From an optimization exercise on the open Yosys and OpenROAD flow, aimed at small area, a short achievable clock period and few clock cycles; shortcuts taken in it are not production practice.
In this exercise RTL edits were held to simulation tests only and were not proved equivalent to the original.
No activity file was given, so power comes from the tool's default toggle rates.

File: run.sh
#!/bin/bash
# synth_recipe.tcl (not shown) runs the flow's synth.tcl, then flattens the netlist and writes it again
# the make line also repeats each setting of config.mk as NAME=value (left out here)
make -C /OpenROAD-flow-scripts/flow DESIGN_CONFIG=/design/flow/config.mk WORK_HOME=/design/flow/orfs CLKGATE_MAP_FILE= SYNTH_SCRIPT=/design/flow/synth_recipe.tcl finish
File: config.mk
export PLATFORM = sky130hd
export DESIGN_NAME = MDC
export DESIGN_NICKNAME = MDC
export VERILOG_FILES = /design/flow/design.v
export SDC_FILE = /design/flow/constraint.sdc
export NUM_CORES = 4
export LEC_CHECK = 0
export CAP_MARGIN = 20
export CORE_MARGIN = 2
export CORE_UTILIZATION = 30
export SLEW_MARGIN = 20
File: constraint.sdc
create_clock -name core_clock -period 11.0 [get_ports {clk}]
set_input_delay 2.2000 -clock core_clock [delete_from_list [all_inputs] [get_ports {clk}]]
set_output_delay 2.2000 -clock core_clock [all_outputs]
set_load 0.01 [all_outputs]
File: design.v
module HAMMING_IP #(parameter IP_BIT = 8) (
    IN_code,
    OUT_code
);
input [IP_BIT+4-1:0]  IN_code;
output reg [IP_BIT-1:0] OUT_code;
wire [11-IP_BIT:0] padding;
wire [15:0]        full;
wire [3:0]         correct;
reg  [10:0]  decode;
assign padding = 0;
assign full = {IN_code, padding};
assign correct[0] = full[15] ^ full[13] ^ full[11] ^ full[9] ^ full[7] ^ full[5] ^ full[3] ^ full[1];
assign correct[1] = full[14] ^ full[13] ^ full[10] ^ full[9] ^ full[6] ^ full[5] ^ full[2] ^ full[1];
assign correct[2] = full[12] ^ full[11] ^ full[10] ^ full[9] ^ full[4] ^ full[3] ^ full[2] ^ full[1];
assign correct[3] = full[8]  ^ full[7]  ^ full[6]  ^ full[5] ^ full[4] ^ full[3] ^ full[2] ^ full[1];
always @(*) begin
    decode[0]  = full[1];
    decode[1]  = full[2];
    decode[2]  = full[3];
    decode[3]  = full[4];
    decode[4]  = full[5];
    decode[5]  = full[6];
    decode[6]  = full[7];
    decode[7]  = full[9];
    decode[8]  = full[10];
    decode[9]  = full[11];
    decode[10] = full[13];
    case (correct)
        4'd3: begin
            decode[10] = ~full[13];
        end
        4'd5: begin
            decode[9]  = ~full[11];
        end
        4'd6: begin
            decode[8]  = ~full[10];
        end
        4'd7: begin
            decode[7]  = ~full[9];
        end
        4'd9: begin
            decode[6]  = ~full[7];
        end
        4'd10: begin
            decode[5]  = ~full[6];
        end
        4'd11: begin
            decode[4]  = ~full[5];
        end
        4'd12: begin
            decode[3]  = ~full[4];
        end
        4'd13: begin
            decode[2]  = ~full[3];
        end
        4'd14: begin
            decode[1]  = ~full[2];
        end
        4'd15: begin
            decode[0]  = ~full[1];
        end
    endcase
end
assign OUT_code = (decode >> (11-IP_BIT));
endmodule
module MDC(
    clk,
	rst_n,
	in_valid,
    in_data, 
	in_mode,
    out_valid, 
	out_data
);
input clk, rst_n, in_valid;
input [8:0] in_mode;
input [14:0] in_data;
output reg out_valid;
output reg [206:0] out_data;
parameter IDLE = 2'b00;
parameter IPUT = 2'b01;
parameter CALC = 2'b11;
parameter OPUT = 2'b10;
parameter IN_OVER = 4'd15;
parameter IP_BIT_1 = 5;
parameter IP_BIT_2 = 11;
integer i, j, k;
reg [1:0] mode_cs, mode_ns;
reg [3:0] count_cs, count_ns;
reg [1:0] in_mode_cs, in_mode_ns;
reg signed [10:0] single_cs [0:1][0:3];
reg signed [10:0] single_ns [0:1][0:3];
reg signed [21:0] double_cs [0:2][0:3];
reg signed [21:0] double_ns [0:2][0:3];
reg signed [22:0] triple_cs [0:13];
reg signed [22:0] triple_ns [0:13];
reg signed [35:0] quadru_cs [0:5];
reg signed [35:0] quadru_ns [0:5];
reg signed [48:0] quintu_cs [0:1];
reg signed [48:0] quintu_ns [0:1];
reg signed [33:0] pre_qua_cs [0:5];
reg signed [33:0] pre_qua_ns [0:5];
wire signed [4:0]  ham_5b;
wire signed [10:0] ham_11b;
reg  signed [10:0] muls_a;
reg  signed [10:0] muls_b;
wire signed [21:0] muls_out;
reg  signed [11:0] mulm_a [0:2];
reg  signed [22:0] mulm_b [0:2];
wire signed [33:0] mulm_out [0:2];
reg  signed [11:0] mull_a;
reg  signed [35:0] mull_b;
wire signed [46:0] mull_out;
reg  signed [47:0] add_a [0:2];
reg  signed [47:0] add_b [0:2];
wire signed [48:0] add_out [0:2];
always @(posedge clk or negedge rst_n)begin
    if(!rst_n)begin
        mode_cs <= IDLE;
        for(i=0 ; i<2 ; i=i+1) for(j=0 ; j<4 ; j=j+1) single_cs[i][j] <= 11'd0;
        for(i=0 ; i<3 ; i=i+1) for(j=0 ; j<4 ; j=j+1) double_cs[i][j] <= 22'd0;
        for(i=0 ; i<14 ; i=i+1) triple_cs[i] <= 23'd0;
        for(i=0 ; i<6 ; i=i+1)  quadru_cs[i] <= 36'd0;
        for(i=0 ; i<2 ; i=i+1)  quintu_cs[i] <= 49'd0;
    end
    else begin
        mode_cs <= mode_ns;
        for(i=0 ; i<2 ; i=i+1) for(j=0 ; j<4 ; j=j+1) single_cs[i][j] <= single_ns[i][j];
        for(i=0 ; i<3 ; i=i+1) for(j=0 ; j<4 ; j=j+1) double_cs[i][j] <= double_ns[i][j];
        for(i=0 ; i<14 ; i=i+1) triple_cs[i] <= triple_ns[i];
        for(i=0 ; i<6 ; i=i+1)  quadru_cs[i] <= quadru_ns[i];
        for(i=0 ; i<2 ; i=i+1)  quintu_cs[i] <= quintu_ns[i];
    end
end
always @(posedge clk) begin
    count_cs <= count_ns;
    in_mode_cs <= in_mode_ns;
    for(i=0 ; i<6 ; i=i+1) pre_qua_cs[i] <= pre_qua_ns[i];
end
always @(*) begin
    case (mode_cs)
        IDLE: begin
            if(in_valid) mode_ns = IPUT;
            else         mode_ns = mode_cs;
        end
        IPUT: begin
            if(count_cs == IN_OVER)begin
                if(in_mode_cs == 3) mode_ns = CALC;
                else                mode_ns = OPUT;
            end
            else                    mode_ns = mode_cs;
        end
        CALC: begin
            mode_ns = OPUT;
        end
        OPUT: mode_ns = IDLE;
        default: mode_ns = mode_cs;
    endcase
end
HAMMING_IP #(IP_BIT_1) HI_5B ( .IN_code(in_mode), .OUT_code(ham_5b) );
HAMMING_IP #(IP_BIT_2) HI_11B ( .IN_code(in_data), .OUT_code(ham_11b) );
MULT_11B11B MU0( .a(muls_a),    .b(muls_b),    .out(muls_out) );
MULT_11B23B MU1( .a(mulm_a[0]), .b(mulm_b[0]), .out(mulm_out[0]) );
MULT_11B23B MU2( .a(mulm_a[1]), .b(mulm_b[1]), .out(mulm_out[1]) );
MULT_11B23B MU3( .a(mulm_a[2]), .b(mulm_b[2]), .out(mulm_out[2]) );
MULT_11B36B MU4( .a(mull_a),    .b(mull_b),    .out(mull_out) );
always @(*) begin
    case (mode_cs)
        IDLE: count_ns = 0;
        IPUT: begin
            if(count_cs == IN_OVER) count_ns = 0;
            else                    count_ns = count_cs + 1;
        end
        CALC: begin
            count_ns = count_cs + 1;
        end
        OPUT: count_ns = 0;
    endcase
end
always @(*) begin
    case (mode_cs)
        IDLE: begin
            if(in_valid) in_mode_ns = {ham_5b[4], ham_5b[1]};
            else         in_mode_ns = 0;
        end
        IPUT: in_mode_ns = in_mode_cs;
        CALC: in_mode_ns = in_mode_cs;
        OPUT: in_mode_ns = 0;
    endcase
end
always @(*) begin
    for(i=0 ; i<2 ; i=i+1) for(j=0 ; j<4 ; j=j+1) single_ns[i][j] = single_cs[i][j];
    case (mode_cs)
        IDLE: if(in_valid) single_ns[0][0] = ham_11b;
        IPUT: begin
            case (count_cs)
                0: single_ns[0][1] = ham_11b;
                1: single_ns[0][2] = ham_11b;
                2: single_ns[0][3] = ham_11b;
                3: single_ns[1][0] = ham_11b;
                4: single_ns[1][1] = ham_11b;
                5: single_ns[1][2] = ham_11b;
                6: single_ns[1][3] = ham_11b;
                7: begin
                    single_ns[0][0] = single_cs[1][0];
                    single_ns[0][1] = single_cs[1][1];
                    single_ns[0][2] = single_cs[1][2];
                    single_ns[0][3] = single_cs[1][3];
                    single_ns[1][0] = ham_11b;
                end
                8: single_ns[1][1] = ham_11b;
                9: single_ns[1][2] = ham_11b;
                10: single_ns[1][3] = ham_11b;
                11: begin
                    single_ns[0][0] = single_cs[1][0];
                    single_ns[0][1] = single_cs[1][1];
                    single_ns[0][2] = single_cs[1][2];
                    single_ns[0][3] = single_cs[1][3];
                    single_ns[1][0] = ham_11b;
                end
                12: single_ns[1][1] = ham_11b;
                13: single_ns[1][2] = ham_11b;
                14: single_ns[1][3] = ham_11b;
            endcase
        end
    endcase
end
always @(*) begin
    case (mode_cs)
        IDLE: for(i=0 ; i<6 ; i=i+1)  quadru_ns[i] = 0;
        IPUT: for(i=0 ; i<6 ; i=i+1)  quadru_ns[i] = quadru_cs[i] + pre_qua_cs[i];
        CALC: for(i=0 ; i<6 ; i=i+1)  quadru_ns[i] = quadru_cs[i] + pre_qua_cs[i];
        OPUT: for(i=0 ; i<6 ; i=i+1)  quadru_ns[i] = quadru_cs[i] + pre_qua_cs[i];
    endcase
end
always @(*) begin
    for(i=0 ; i<3 ; i=i+1) for(j=0 ; j<4 ; j=j+1) double_ns[i][j] = double_cs[i][j];
    for(i=0 ; i<14 ; i=i+1) triple_ns[i] = triple_cs[i];
    for(i=0 ; i<6 ; i=i+1)  pre_qua_ns[i] = 0;
    quintu_ns[0] = quintu_cs[0] + quintu_cs[1];
    quintu_ns[1] = 0;
    muls_a = 0; muls_b = 0;
    mulm_a[0] = 0; mulm_b[0] = 0; mulm_a[1] = 0; mulm_b[1] = 0; mulm_a[2] = 0; mulm_b[2] = 0;
    mull_a = 0; mull_b = 0;
    case (mode_cs)
        IDLE: begin
            for(i=0 ; i<3 ; i=i+1) for(j=0 ; j<4 ; j=j+1) double_ns[i][j] = 0;
            for(i=0 ; i<14 ; i=i+1) triple_ns[i] = 0;
            quintu_ns[0] = 0;
        end
        IPUT: begin
            case (count_cs)
                4: begin         
                    muls_a    = single_cs[1][0]; muls_b    = single_cs[0][1];                              double_ns[0][0] = muls_out;  
                    mulm_a[2] = $signed({single_cs[1][0][10], single_cs[1][0]}); mulm_b[2] = {{12{single_cs[0][2][10]}}, single_cs[0][2]}; double_ns[1][0] = mulm_out[2][21:0];  
                    mull_a    = $signed({single_cs[1][0][10], single_cs[1][0]}); mull_b    = {{25{single_cs[0][3][10]}}, single_cs[0][3]}; double_ns[2][0] = mull_out;  
                end
                5: begin         
                    muls_a    = single_cs[1][1]; muls_b    = single_cs[0][0];                              double_ns[0][1] = muls_out;  
                    mulm_a[2] = $signed({single_cs[1][1][10], single_cs[1][1]}); mulm_b[2] = {{12{single_cs[0][2][10]}}, single_cs[0][2]}; double_ns[1][1] = mulm_out[2][21:0];  
                    mull_a    = $signed({single_cs[1][1][10], single_cs[1][1]}); mull_b    = {{25{single_cs[0][3][10]}}, single_cs[0][3]}; double_ns[2][1] = mull_out;  
                end
                6: begin         
                    muls_a    = single_cs[1][2]; muls_b    = single_cs[0][0];                              double_ns[0][2] = muls_out;  
                    mulm_a[2] = $signed({single_cs[1][2][10], single_cs[1][2]}); mulm_b[2] = {{12{single_cs[0][1][10]}}, single_cs[0][1]}; double_ns[1][2] = mulm_out[2][21:0];  
                    mull_a    = $signed({single_cs[1][2][10], single_cs[1][2]}); mull_b    = {{25{single_cs[0][3][10]}}, single_cs[0][3]}; double_ns[2][2] = mull_out;  
                    triple_ns[0] = double_cs[0][1] - double_cs[0][0];  
                end
                7: begin         
                    muls_a    = single_cs[1][3]; muls_b    = single_cs[0][0];                              double_ns[0][3] = muls_out;  
                    mulm_a[2] = $signed({single_cs[1][3][10], single_cs[1][3]}); mulm_b[2] = {{12{single_cs[0][1][10]}}, single_cs[0][1]}; double_ns[1][3] = mulm_out[2][21:0];  
                    mull_a    =$signed( {single_cs[1][3][10], single_cs[1][3]}); mull_b    = {{25{single_cs[0][2][10]}}, single_cs[0][2]}; double_ns[2][3] = mull_out;  
                    triple_ns[1] = double_cs[0][2] - double_cs[1][0];  
                    triple_ns[2] = double_cs[1][2] - double_cs[1][1];  
                end
                8: begin         
                    muls_a    = $signed({single_cs[1][0][10], single_cs[1][0]}); muls_b    = single_cs[0][1];                              double_ns[0][0] = muls_out;  
                    mulm_a[2] = $signed({single_cs[1][0][10], single_cs[1][0]}); mulm_b[2] = {{12{single_cs[0][2][10]}}, single_cs[0][2]}; double_ns[1][0] = mulm_out[2][21:0];  
                    triple_ns[3] = double_cs[0][3] - double_cs[2][0];  
                    triple_ns[4] = double_cs[1][3] - double_cs[2][1];  
                    triple_ns[5] = double_cs[2][3] - double_cs[2][2];  
                    mulm_a[0] = $signed({single_cs[1][0][10], single_cs[1][0]}); mulm_b[0] = triple_cs[2]; pre_qua_ns[0] = mulm_out[0];  
                end
                9: begin         
                    muls_a    = single_cs[1][1]; muls_b    = single_cs[0][0];                              double_ns[0][1] = muls_out;  
                    mulm_a[2] = $signed({single_cs[1][1][10], single_cs[1][1]}); mulm_b[2] = {{12{single_cs[0][2][10]}}, single_cs[0][2]}; double_ns[1][1] = mulm_out[2][21:0];  
                    mull_a    = $signed({single_cs[1][1][10], single_cs[1][1]}); mull_b    = {{25{single_cs[0][3][10]}}, single_cs[0][3]}; double_ns[2][1] = mull_out;  
                    mulm_a[0] = $signed({single_cs[1][0][10], single_cs[1][0]}); mulm_b[0] = triple_cs[5]; pre_qua_ns[4] = mulm_out[0];  
                    mulm_a[1] = $signed({single_cs[1][1][10], single_cs[1][1]}); mulm_b[1] = triple_cs[5]; pre_qua_ns[1] = mulm_out[1];  
                end
                10: begin         
                    muls_a    = single_cs[1][2]; muls_b    = single_cs[0][0];                              double_ns[0][2] = muls_out;  
                    mulm_a[2] = $signed({single_cs[1][2][10], single_cs[1][2]}); mulm_b[2] = {{12{single_cs[0][1][10]}}, single_cs[0][1]}; double_ns[1][2] = mulm_out[2][21:0];  
                    mull_a    = $signed({single_cs[1][2][10], single_cs[1][2]}); mull_b    = {{25{single_cs[0][3][10]}}, single_cs[0][3]}; double_ns[2][2] = mull_out;  
                    triple_ns[6] = double_cs[0][1] - double_cs[0][0];
                    mulm_a[0] = -$signed({single_cs[1][2][10], single_cs[1][2]}); mulm_b[0] = triple_cs[4]; pre_qua_ns[1] = mulm_out[0];  
                    mulm_a[1] = $signed({single_cs[1][0][10], single_cs[1][0]});    mulm_b[1] = triple_cs[4]; pre_qua_ns[5] = mulm_out[1];  
                end
                11: begin         
                    muls_a    = single_cs[1][3]; muls_b    = single_cs[0][1];                              double_ns[1][3] = muls_out;  
                    mulm_a[2] = $signed({single_cs[1][3][10], single_cs[1][3]}); mulm_b[2] = {{12{single_cs[0][2][10]}}, single_cs[0][2]}; double_ns[2][3] = mulm_out[2][21:0];  
                    triple_ns[7] = double_cs[0][2] - double_cs[1][0];
                    triple_ns[8] = double_cs[1][2] - double_cs[1][1];
                    mulm_a[0] = $signed({single_cs[1][3][10], single_cs[1][3]});    mulm_b[0] = triple_cs[2]; pre_qua_ns[1] = mulm_out[0];  
                    mulm_a[1] = -$signed({single_cs[1][2][10], single_cs[1][2]}); mulm_b[1] = triple_cs[3]; pre_qua_ns[4] = mulm_out[1];  
                    mull_a    = -$signed({single_cs[1][1][10], single_cs[1][1]}); mull_b    = {{13{triple_cs[3][22]}}, triple_cs[3]}; pre_qua_ns[5] = mull_out;  
                end
                12: begin         
                    muls_a = single_cs[1][0]; muls_b = single_cs[0][1]; double_ns[0][0] = muls_out;  
                    triple_ns[9] = double_cs[1][3] - double_cs[2][1];
                    triple_ns[10] = double_cs[2][3] - double_cs[2][2];
                    mulm_a[0] = $signed({single_cs[0][3][10], single_cs[0][3]});    mulm_b[0] = triple_cs[0]; pre_qua_ns[5] = mulm_out[0];  
                    mulm_a[1] = -$signed({single_cs[0][1][10], single_cs[0][1]}); mulm_b[1] = triple_cs[1]; pre_qua_ns[0] = mulm_out[1];  
                    mulm_a[2] = $signed({single_cs[1][0][10], single_cs[1][0]});    mulm_b[2] = triple_cs[8]; pre_qua_ns[2] = mulm_out[2];  
                    mull_a    = $signed({single_cs[0][3][10], single_cs[0][3]});    mull_b    = {{13{triple_cs[1][22]}}, triple_cs[1]}; pre_qua_ns[4] = mull_out;  
                end
                13: begin         
                    muls_a    = single_cs[1][1]; muls_b    = single_cs[0][0];                              double_ns[0][1] = muls_out;  
                    mulm_a[2] = $signed({single_cs[1][1][10], single_cs[1][1]}); mulm_b[2] = {{12{single_cs[0][2][10]}}, single_cs[0][2]}; double_ns[1][1] = mulm_out[2][21:0];  
                    mulm_a[0] = $signed({single_cs[1][1][10], single_cs[1][1]});    mulm_b[0] = triple_cs[10]; pre_qua_ns[3] = mulm_out[0];  
                    mulm_a[1] = -$signed({single_cs[1][1][10], single_cs[1][1]}); mulm_b[1] = triple_cs[7];  pre_qua_ns[2] = mulm_out[1];  
                    mull_a = -$signed({single_cs[1][0][10], single_cs[1][0]}); mull_b = quadru_cs[1]; quintu_ns[1] = {{2{mull_out[46]}}, mull_out};  
                end
                14: begin         
                    muls_a    = single_cs[1][2]; muls_b    = single_cs[0][1];                              double_ns[1][2] = muls_out;  
                    mulm_a[2] = $signed({single_cs[1][2][10], single_cs[1][2]}); mulm_b[2] = {{12{single_cs[0][3][10]}}, single_cs[0][3]}; double_ns[2][2] = mulm_out[2][21:0];  
                    triple_ns[11] = double_cs[0][1] - double_cs[0][0];
                    mulm_a[0] = $signed({single_cs[0][2][10], single_cs[0][2]});    mulm_b[0] = triple_cs[0]; pre_qua_ns[0] = mulm_out[0];  
                    mulm_a[1] = -$signed({single_cs[1][2][10], single_cs[1][2]}); mulm_b[1] = triple_cs[9]; pre_qua_ns[3] = mulm_out[1];  
                    mull_a = $signed({single_cs[1][1][10], single_cs[1][1]}); mull_b = quadru_cs[4]; quintu_ns[1] = {{2{mull_out[46]}}, mull_out};  
                end
                15: begin         
                    muls_a = single_cs[1][3]; muls_b = single_cs[0][2]; double_ns[2][3] = muls_out;  
                    triple_ns[12] = double_cs[1][2] - double_cs[1][1];
                    mulm_a[0] = $signed({single_cs[1][3][10], single_cs[1][3]}); mulm_b[0] = triple_cs[8]; pre_qua_ns[3] = mulm_out[0];  
                    mulm_a[1] = $signed({single_cs[1][2][10], single_cs[1][2]}); mulm_b[1] = triple_cs[6]; pre_qua_ns[2] = mulm_out[1];  
                    mull_a = -$signed({single_cs[1][2][10], single_cs[1][2]}); mull_b = quadru_cs[5]; quintu_ns[1] = {{2{mull_out[46]}}, mull_out};  
                end
            endcase
        end
        CALC: begin
            mull_a = {single_cs[1][3][10], single_cs[1][3]}; mull_b = quadru_cs[0]; quintu_ns[1] = {{2{mull_out[46]}}, mull_out};  
        end
        OPUT: begin
            triple_ns[13] = double_cs[2][3] - double_cs[2][2];
        end
    endcase
end
always @(*) begin
    case (mode_cs)
        IDLE: begin
            out_valid = 0;
            out_data = 0;
        end
        IPUT: begin
            out_valid = 0;
            out_data = 0;
        end
        CALC: begin
            out_valid = 0;
            out_data = 0;
        end
        OPUT: begin
            out_valid = 1;
            case (in_mode_cs)
                2'b00: out_data = {triple_cs[0], triple_cs[2], triple_cs[5], triple_cs[6], triple_cs[8], triple_cs[10], triple_cs[11], triple_cs[12], triple_ns[13]};
                2'b01: out_data = {{3{1'b0}}, {15{quadru_cs[0][35]}}, quadru_cs[0], {15{quadru_cs[1][35]}}, quadru_cs[1], {15{quadru_ns[2][35]}}, quadru_ns[2], {15{quadru_ns[3][35]}}, quadru_ns[3]};
                2'b11: out_data = {{158{quintu_ns[0][48]}}, quintu_ns[0]};
                default: out_data = 0;
            endcase
        end
    endcase
end
endmodule
module MULT_11B11B(
    input signed [10:0] a,
    input signed [10:0] b,
    output reg signed [21:0] out
);
assign out = a * b;
endmodule
module MULT_11B23B(
    input signed [11:0] a,
    input signed [22:0] b,
    output reg signed [33:0] out
);
assign out = a * b;
endmodule
module MULT_11B36B(
    input signed [11:0] a,
    input signed [35:0] b,
    output reg signed [46:0] out
);
assign out = a * b;
endmodule
module SIGNED_ADD(
    input signed [47:0] a,
    input signed [47:0] b,
    output reg signed [48:0] out
);
assign out = a + b;
endmodule
==> summary.txt <==
area by class of cell:
class                   instances  area share (%)
diodes                         65           0.124
inverters                    1687            4.82
well taps                    5175            4.93
clock buffers                 200            3.17
multi-input cells            9958            60.1
repair buffers                612            4.06
clock inverters                73           0.799
flip-flops and latches       1196            22.0
critical path, delay by kind of cell, from the launching register on:
| kind | cells | cell delay, ns |
|---|---|---|
| compound gates | 11 | 3.38 |
| fa+ha+maj | 6 | 2.76 |
| simple gates | 6 | 1.45 |
| buf+inv | 6 | 1.07 |
| flops | 1 | 0.86 |
| xor+xnor | 2 | 0.41 |
power groups by stage:
stage	Combinational [mW]	Sequential (mW)	Clock [mW]
2_1_floorplan	9.60	5.77	0
3_3_place_gp	17.9	6.62	0
3_5_place_dp	18.0	6.63	0
4_1_cts	18.1	6.55	5.34
5_1_grt	19.6	6.64	5.51
6_report	19.0	6.69	5.33
layout by cell type, fill, tap and decap left out, drive strengths merged, types with 87 or more instances in the layout:
cell type         n
dfxtp           208
nor2b           139
nand3           137
a21oi           761
nand2b          118
o21ai           835
dfrtp           986
o21a             87
nand2          2022
a22oi           158
clkbuf          200
o22ai           132
nor2           1168
xor2            229
fa             1237
nor3            134
and2            174
buf             379
xnor2           345
clkdlybuf4s50   233
mux2             92
ha              754
a21o            267
inv            1693
a22o            190
kinds of logic (layout without fill, tap and decap cells):
| logic type | after synthesis | after routing | synth area share, % |
|---|---|---|---|
| and+or+nand+nor | 4135 | 4135 | 15.1 |
| buffers and inverters | 2405 | 2572 | 7.78 |
| xor gates and xnor gates | 574 | 574 | 4.32 |
| adders and majority gates | 1991 | 1991 | 29.4 |
| muxes | 120 | 120 | 1.13 |
| other | 0 | 65 | 0 |
| AOI/OAI and AO/OA | 3138 | 3138 | 17.5 |
| DFF | 1196 | 1196 | 24.8 |
state kept, by name, indices dropped and copies added, names as in the netlist:
name        count
quintu_cs      96
pre_qua_cs    204
double_cs     264
triple_cs     320
in_mode_cs      2
quadru_cs     216
single_cs      88
mode_cs         2
count_cs        4
worst max path at each step:
stage                     start  slack [ns]  cells after the start                end
floorplan           count_cs[0]        2.57                     33  pre_qua_cs[5][33]
CTS                 count_cs[3]        1.03                     30   quintu_cs[1][47]
finish              count_cs[3]        0.85                     31   quintu_cs[1][45]
detailed placement  count_cs[3]        1.11                     31   quintu_cs[1][43]
global placement    count_cs[3]        1.15                     31   quintu_cs[1][43]
global route        count_cs[3]        0.41                     30   quintu_cs[1][47]
metrics by stage:
stage / power (mW) / cells / util (%) / worst slack, ns
global placement: 24.5 / 18600 / 32.6 / 1.15
floorplan: 15.4 / 13600 / - / 2.57
finish: 31.0 / 19000 / 34.0 / 0.854
CTS: 30.0 / 18900 / 34.0 / 1.03
global route: 31.7 / 18900 / 34.0 / 0.409
detailed placement: 24.6 / 18600 / 32.6 / 1.11
metal layers:
layer | routed length, um | global-route usage, % | part of all wire [%]
met5 | 276 | 0 | 0.051
met4 | 49100 | 20.4 | 9.1
met3 | 54200 | 6.49 | 10
met2 | 229000 | 40.0 | 42
met1 | 207000 | 33.8 | 38
==> flow_metrics.env <==
export IMPL_drtAntennaViolNets=0
export IMPL_first_iter_violations=13200
export IMPL_powerDensity_nw_per_um2=236
export IMPL_rsz0062_at_grt="false"
export IMPL_synth_edf_count=2
export IMPL_first_pass_iters=10
export IMPL_syn_area_um2=116000
export IMPL_ctsHoldBuffers=0
export IMPL_arrival_ns=10.86
export IMPL_synth_nets=15600
export IMPL_clkTransAtPathRegs_ns=0.06
export IMPL_n_fill_cell=40400
export IMPL_reg2regPathDepth=31
export IMPL_io_pins=235
export IMPL_multi_input_area_um2=79000
export IMPL_rows=228
export IMPL_grt_pass1_vias=101000
export IMPL_leakage_nw=59.6
export IMPL_seqPwrFrac_pct=21.5
export IMPL_crit_required_ns=11.71
export IMPL_post_cts_buffers=0
export IMPL_hold_depth=2
export IMPL_startpoint_type="flop"
export IMPL_cts_htree_levels=4
export IMPL_hpwl_um=427000
export IMPL_design_area_um2=131000
export IMPL_switching_share_pct=57.5
export IMPL_hp_start="triple_cs[11][14]"
export IMPL_p_clk_share_pct=17.2
export IMPL_area_growth_pct=12.8
export IMPL_synth_cell_types=98
export IMPL_clk_latency_ns=0.88
export IMPL_hold_slack_ns=0.476
export IMPL_port_buffers=234
export IMPL_antenna_found_initial=77
export IMPL_ys_warn_count=36
export IMPL_maxSlewViolCount=0
export IMPL_slew_headroom_pct=15.1
export IMPL_clock_sinks=1196
export IMPL_wl_um=540000
export IMPL_ys_async_sr_fraction_pct=82.4
export IMPL_cp_end_kind="flop"
export IMPL_synth_top_area_share_pct=21.3
export IMPL_yosysMostFrequentCell="nand2_1"
export IMPL_netlist_instances=13600
export IMPL_p_sw_mw=17.9
export IMPL_die_area_um2=393000
export IMPL_path_max_fanout=25
export IMPL_place_gp_congestion=1.04
export IMPL_setup_viol=0
export IMPL_hp_class="flop to flop"
export IMPL_core_area_um2=386000
export IMPL_die_x_um=627
export IMPL_remaining_drc_errors=0
export IMPL_grt_pass1_wl_um=757000
export IMPL_min_to="triple_cs[11][14]"
export IMPL_placed_cell_area_um2=126000
export IMPL_wl_per_cell_um=28.5
export IMPL_ff2ff_setup_slack_ns=0.85
export IMPL_outcome="no timing/DRC/antenna violations"
export IMPL_min_period_ns=10.15
export IMPL_ff_latch_area_um2=28900
export IMPL_start_util_pct=30.2
export IMPL_p_comb_share_pct=61.3
export IMPL_yosysSeqAreaShare_pct=24.8
export IMPL_worst_slew_pin_slew_ns=1.26
export IMPL_syn_avg_cell_area_um2=8.59
export IMPL_timing_rr_end="quintu_cs[1][45]"
export IMPL_via_count=105000
export IMPL_gr_usage_all_layers_pct=26.9
export IMPL_drive_above_1_share_pct=6.55
export IMPL_grt_max_degree=142
export IMPL_cts_resized=0
export IMPL_cts_buffers=147
export IMPL_ys_top_cells_by_count="2022 x nand2_1, 1682 x inv_1, 1237 x fa_1"
export IMPL_crit_top_cell="fa_1"
export IMPL_ir_drop_v=0.000503
export IMPL_viasPerCell=5.53
export IMPL_fin_tns_setup_ns=0
export IMPL_skew_ns=0.0717
export IMPL_synth_ff_type="dfrtp_1"
export IMPL_drv_cap=0
export IMPL_fp_dieH_um=627
export IMPL_clk_root_buffer_cell="clkbuf_16"
export IMPL_max_freq_ghz=0.0986
export IMPL_cpPeakStageDelay_ns=0.86
export IMPL_internal_power_mw=13.2
export IMPL_cts_buffer_depth=3
export IMPL_nets=15600
export IMPL_crit_type="flop to flop"
export IMPL_critPathSlowestCell="dfxtp_1"
export IMPL_yosysTopAreaCell="fa_1"
export IMPL_overflow=0
export IMPL_synth_area_leaders="fa_1 21%, dfrtp_1 21%, ha_1 8.1%, nand2_1 6.5%, inv_1 5.4%"
export IMPL_ys_ff_latch=1196
export IMPL_post_route_period_util_pct=92.2
export IMPL_hold_viol=0
export IMPL_cts_tree="built"
export IMPL_worstReg2RegStart="count_cs[3]"
Testbench counts, summed over its fixed seeds: cycles 29,337.

==> port drivers added, routing unchanged <==
No port has a modelled driver above. Below, the same layout with a new extraction and two added sets of constraints. Step 1, drivers: a clkbuf_16 drives clk and a buf_2 each remaining input, both assumed. Step 2 adds t to the input delays and takes it off the output delays; t is the mean of the earliest and latest rising clock arrival at the registers after step 1. Input paths then give back, and output paths get back, about the clock's delay inside the block. Three values: ideal, step 1, step 2; two values: the first two.
t, ns: 0.926
setup slack, ns: 0.854 / 0.854 / 0.854
worst setup path at the end: register to register
After both steps setup and hold are still met in this run. For this run, drivers alone change the setup slack by 0.000 ns; drivers and shift together by 0.000 ns.
